This design comes from an exercise in tuning for small area and a short achievable clock period on the open sky130 flow, not from production work. At most, simulation tests tie the RTL to the original design; equivalence was not proved.

==> job 3916 <==
Design multiply_accumulate, start of the top module:
module multiply_accumulate(
  clk,
  aresetn,
  reset,
  data,
  multi,
  result,
  overflow
);
export LEC_CHECK = 0
export CAP_MARGIN = 20
export CORE_MARGIN = 2
export CORE_UTILIZATION = 65
export CTS_BUF_LIST = sky130_fd_sc_hd__clkbuf_8
export CTS_CLUSTER_DIAMETER = 60
export CTS_CLUSTER_SIZE = 15
export SETUP_SLACK_MARGIN = 2.2
export SLEW_MARGIN = 20
export TNS_END_PERCENT = 0
create_clock -name core_clock -period 4.5 [get_ports {clk}]
run.sh (not shown) runs the stock make flow with config.mk's settings and CLKGATE_MAP_FILE= SYNTH_SCRIPT=/design/flow/synth_recipe.tcl, a recipe that flattens the netlist after the stock synthesis.
==> inputs of job 4518, as changes to job 3916 <==
Settings changed: SETUP_SLACK_MARGIN 2.2 to 2.3, TNS_END_PERCENT 0 to not set.
==> inputs of job 8347, as changes to job 3916 <==
Settings changed: SETUP_SLACK_MARGIN 2.2 to 2.0, TNS_END_PERCENT 0 to 5.
==> inputs of job 8950, as changes to job 3916 <==
==> flow/flow/run.sh (new file) <==
#!/bin/bash
export BUFFER_PORTS_ARGS="-buffer_cell sky130_fd_sc_hd__buf_1"
bash standard.sh > standard.log 2>&1
==> flow/standard.sh (new file) <==
#!/bin/bash
# synth_recipe.tcl (not shown) runs the flow's synth.tcl, then flattens the netlist and writes it again
# the make line also repeats each setting of config.mk as NAME=value (left out here)
make -C /OpenROAD-flow-scripts/flow DESIGN_CONFIG=/design/flow/config.mk WORK_HOME=/design/flow/orfs CLKGATE_MAP_FILE= SYNTH_SCRIPT=/design/flow/synth_recipe.tcl "${@:-finish}"
Settings changed: CORE_UTILIZATION 65 to 70.
removed: flow/run.sh
==> comparison table <==
|  | job 8950 | job 3916 | job 4518 | job 8347 |
|---|---|---|---|---|
| Global-route wire length before repair | 64130 microns | 63430 microns | 68960 microns | 64320 microns |
| Area of the placeable core | 30750 sq um | 33360 sq um | 33360 sq um | 33360 sq um |
| Launching element of the worst setup path | u0.t3_11_2$_DFF_P_ | u0.t3_10_2$_DFF_P_ | u0.t3_11_2$_DFF_P_ | result[1]$_DFF_PN0_ |
| Slew at the pin with the worst max-slew slack | 0.9044 ns | 0.7209 ns | 0.6177 ns | 0.6980 ns |
| Post-CTS Resized | 67 | 90 | 329 | 112 |
| Worst-Skew Late Latency | 0.61 ns | 0.64 ns | 0.64 ns | 0.62 ns |
| Upper clock frequency limit | 373.0 MHz | 376.8 MHz | 364.5 MHz | 382.7 MHz |
| Type of the most critical hold path | flip-flop to flip-flop | primary input to async pin | primary input to async pin | flip-flop to flip-flop |
| Multi-input gate share of the layout cell area | 36.28% | 35.64% | 36.91% | 35.31% |
| Outcome | timing/DRC/antenna clean | timing/DRC/antenna clean | timing/DRC/antenna clean | timing/DRC/antenna clean |
| DIE HEIGHT | 181.0 microns | 187.7 microns | 187.7 microns | 187.7 microns |
| Number of standard-cell rows in the floorplan | 64 | 67 | 67 | 67 |
| Met2 track utilization from global routing | 44.65% | 40.64% | 43.95% | 39.93% |
| Area after detailed placement | 22530 sq um | 23000 sq um | 23260 sq um | 23000 sq um |
| Detail Route met2 WL | 20610 microns | 19420 microns | 23240 microns | 20060 microns |
| Final Skew | 0.03220 ns | 0.01892 ns | 0.05120 ns | 0.02369 ns |
| # fillers | 1832 | 2355 | 1950 | 2246 |
| Critical-path maximum fanout | 6 | 8 | 6 | 3 |
| Sum of net half-perimeters after detailed placement | 27250 microns | 26910 microns | 27110 microns | 26630 microns |
| Highest cell delay on the worst timing path | 0.57 ns | 0.48 ns | 0.54 ns | 0.41 ns |
| Register area | 13030 sq um | 13020 sq um | 13050 sq um | 13030 sq um |
| Reg-to-reg critical path endpoint | pd[0][26]$_DFF_P_ | pd[0][30]$_DFF_P_ | pd[0][30]$_DFF_P_ | result[30]$_DFF_PN0_ |
| Tap cells | 396 | 448 | 448 | 448 |
| Worst-path cell with the longest stage delay | fa_1 | fa_1 | fa_1 | fa_2 |
| CLK BUF | 55 | 55 | 52 | 53 |

* * *

==> run E <==
multiply_accumulate, a different RTL version from the one above (not shown whole).
export LEC_CHECK = 0
export CAP_MARGIN = 20
export CORE_MARGIN = 2
export CORE_UTILIZATION = 65
export CTS_BUF_LIST = sky130_fd_sc_hd__clkbuf_8
export CTS_CLUSTER_DIAMETER = 60
export CTS_CLUSTER_SIZE = 15
export SETUP_SLACK_MARGIN = 2.2
export SLEW_MARGIN = 20
export TNS_END_PERCENT = 0
create_clock -name core_clock -period 4.5 [get_ports {clk}]
standard.sh (not shown) runs the stock make flow with config.mk's settings and CLKGATE_MAP_FILE= SYNTH_SCRIPT=/design/flow/synth_recipe.tcl, a recipe that flattens the netlist after the stock synthesis.
==> flow/flow/run.sh <==
#!/bin/bash
# The standard layout (standard.sh), with these changes to how it is made:
# - synthesis runs flow/synth.tcl: the standard flow's synthesis script, with ABC mapping
#   the logic for delay (flow/abc_delay.script);
# - Yosys does not map full/half adders to the library's fa/ha cells
#   (ADDER_MAP_FILE empty), so ABC maps that logic too;
# - port buffers are sky130_fd_sc_hd__buf_1, the smallest buffer.
export MY_FLOW_DIR=$PWD/flow
bash standard.sh "SYNTH_SCRIPT=$PWD/flow/synth.tcl" "ADDER_MAP_FILE=" \
  "BUFFER_PORTS_ARGS=-buffer_cell sky130_fd_sc_hd__buf_1" finish > standard.log 2>&1
==> flow/flow/abc_delay.script <==
&get -n
&st
&dch
&nf -D 1500
&put
buffer -c
topo
stime -c
upsize -c -D 1500
dnsize -c -D 1500
==> flow/flow/synth.tcl <==
# The standard flow's synthesis script (synth_recipe.tcl, which runs ORFS's synth.tcl) with
# one change: ABC maps the combinational logic with flow/abc_delay.script, a
# delay-driven script, instead of ORFS's abc_speed.script.  Registers are
# mapped before ABC runs and are not changed by it.
proc abc {args} {
  set i [lsearch -exact $args -script]
  if {$i >= 0} {
    set args [lreplace $args [expr {$i + 1}] [expr {$i + 1}] $::env(MY_FLOW_DIR)/abc_delay.script]
  }
  puts "flow/synth.tcl: abc $args"
  yosys abc {*}$args
}
source $::env(MY_FLOW_DIR)/../synth_recipe.tcl
==> inputs of run Y, as changes to run E <==
==> flow/flow/run.sh (replaced) <==
#!/bin/bash
export BUFFER_PORTS_ARGS="-buffer_cell sky130_fd_sc_hd__buf_1"
bash standard.sh > standard.log 2>&1
removed: flow/flow/abc_delay.script
removed: flow/flow/synth.tcl
==> inputs of run K, as changes to run E <==
==> flow/flow/run.sh (replaced) <==
#!/bin/bash
export BUFFER_PORTS_ARGS="-buffer_cell sky130_fd_sc_hd__buf_1"
bash standard.sh > standard.log 2>&1
- TNS_END_PERCENT: 0 -> 5
removed: flow/flow/abc_delay.script
removed: flow/flow/synth.tcl
==> inputs of run F, as changes to run E <==
==> flow/flow/abc_delay.script (replaced) <==
&get -n
&st
&dch
&nf -D 2000
&put
buffer -c
topo
stime -c
upsize -c -D 2000
dnsize -c -D 2000
==> run summary <==
Global routing
The via count of the first global-routing pass was 12.0k.

Run status
The flow ran to the end and the layout has no timing, DRC or antenna violations.

Setup path
The delay contributed by the slowest stage of the critical path is 0.57 ns.

Floorplanning
The floorplan die width is 186 µm.

Timing
The worst slew margin relative to its limit is 48.7%. Derived from the worst setup path, the maximum achievable clock frequency is 0.360 GHz.

Route
After detailed routing, the met3 layer carries 1.80 mm of wire.

Cells and area
Of the total standard cell area in the layout, the sequential portion is 55.5%. The multi-input gate share of the layout cell area is 35.5%. For this run, the number of standard cells in the final layout without fillers is 2230.

Synthesis
The distinct cell type count of the synthesized netlist is 62.
Source of the figures above: run Y

==> run summary <==
Cells and area
Of the total standard cell area in the layout, the multi-input combinational portion is 39.7%. Registers represent a cell area share of 51.9%.

Route
The number of detailed-routing iterations run before antenna repair is 5. The detailed route wirelength on metal3 is 2.53 mm.

Global routing
The via count of the first global-routing pass is 14.4k.

Synthesis
The distinct cell type count of the synthesized netlist is 51.

Timing
The worst pin sits at a relative slew slack of 44.7%. Based on the critical path, the design can be clocked at up to 0.384 GHz.

Floorplanning
Measured along the x axis, the die boundary spans 189 µm.

Setup path
The largest single stage delay on the critical path is 0.53 ns.

Run status
The run finished with no timing, DRC or antenna violations.
Source of the figures above: run F

==> run summary <==
Run status
The run finished with no timing, DRC or antenna violations.

Setup path
The critical path endpoint is result[26]. The largest single stage delay on the critical path is 0.42 ns.

Cells and area
Multi-input gates account for 35.0% of the area. Across the whole layout, storage elements make up 53.7% of the cell area. The register with the most flip-flops in the layout has 434 of them.

The finished layout holds 2305 standard cells, fillers aside.

Global routing
The via count of the first global-routing pass was 12.3k.

Synthesis
The synthesized netlist devotes 8.00% of its cell area to XOR and XNOR gates. The distinct cell type count of the synthesized netlist is 62. The main combinational cell family by area after synthesis is adder cells.

Timing
The maximum operating frequency is 0.359 GHz. The worst slew margin relative to its limit is 37.5%.

Route
The detailed route wirelength on metal3 is 2.37 mm.

Floorplanning
The floorplan die width is 186 µm.
Source of the figures above: run K

==> run summary <==
Run status
The run finished with no timing, DRC or antenna violations.

Setup path
The largest single stage delay on the critical path is 0.49 ns.

Cells and area
The multi-input gate share of the layout cell area is 39.1%. The share of the final layout cell area in sequential cells is 53.1%. For this run, the number of standard cells in the final layout without fillers is 2545. Counting the fill cells in the layout gives 2407.

Route
After detailed routing, the met3 layer carries 2.05 mm of wire.

Timing
Setup repair after global routing could not meet its margin everywhere. The maximum operating frequency is 0.395 GHz. The worst slew margin relative to its limit is 37.1%.

Floorplanning
The floorplan die width is 189 µm.

CTS
After clock tree synthesis, the setup repair step added 14 buffers. TritonCTS created 51 clock buffers.

Synthesis
The distinct cell type count of the synthesized netlist is 56.

Global routing
The via count of the first global-routing pass is 14.6k.
Source of the figures above: run E

No functional check of the RTL was part of any run of this note.

static timing again, ports no longer ideal:
The results above use ideal ports. As a check the final layouts listed here were re-extracted and re-timed, cells and wires unchanged. Step 1 sets driving cells, clkbuf_16 on the clock port and buf_2 on the other inputs (assumed; they add their load-dependent delay and slew). Step 2 times the ports against the registers' clock, not the clock port: input delays grow and output delays shrink by t, the midpoint of the rising clock arrivals with the driver on. Slacks: ideal / step 1 / step 2; pairs: ideal / step 1.
| run | t, ns | slack for setup (ns) | clock arrival spread, ns | worst register clock-pin slew, ns | worst slew at a driven data input, ns |
|---|---|---|---|---|---|
| job 3916 | 0.679 | 1.846 / 1.833 / 1.709 | 0.025 / 0.025 | 0.09 / 0.09 | 0.05 |
| job 4518 | 0.663 | 1.756 / 1.756 / 1.756 | 0.055 / 0.055 | 0.10 / 0.10 | 0.04 |
| job 8347 | 0.661 | 1.887 / 1.887 / 1.687 | 0.025 / 0.025 | 0.09 / 0.09 | 0.04 |
| job 8950 | 0.647 | 1.819 / 1.819 / 1.819 | 0.036 / 0.036 | 0.10 / 0.10 | 0.03 |
| run E | 0.681 | 1.969 / 1.969 / 1.969 | 0.052 / 0.052 | 0.09 / 0.09 | 0.03 |
| run Y | 0.638 | 1.719 / 1.719 / 1.719 | 0.028 / 0.028 | 0.10 / 0.10 | 0.03 |
| run K | 0.637 | 1.712 / 1.712 / 1.712 | 0.029 / 0.029 | 0.10 / 0.10 | 0.04 |
| run F | 0.720 | 1.895 / 1.895 / 1.895 | 0.047 / 0.047 | 0.11 / 0.11 | 0.03 |
After both steps every run listed still meets setup and hold. For job 8347, which loses most, drivers alone change the setup slack by 0.000 ns; drivers and shift together by -0.200 ns.
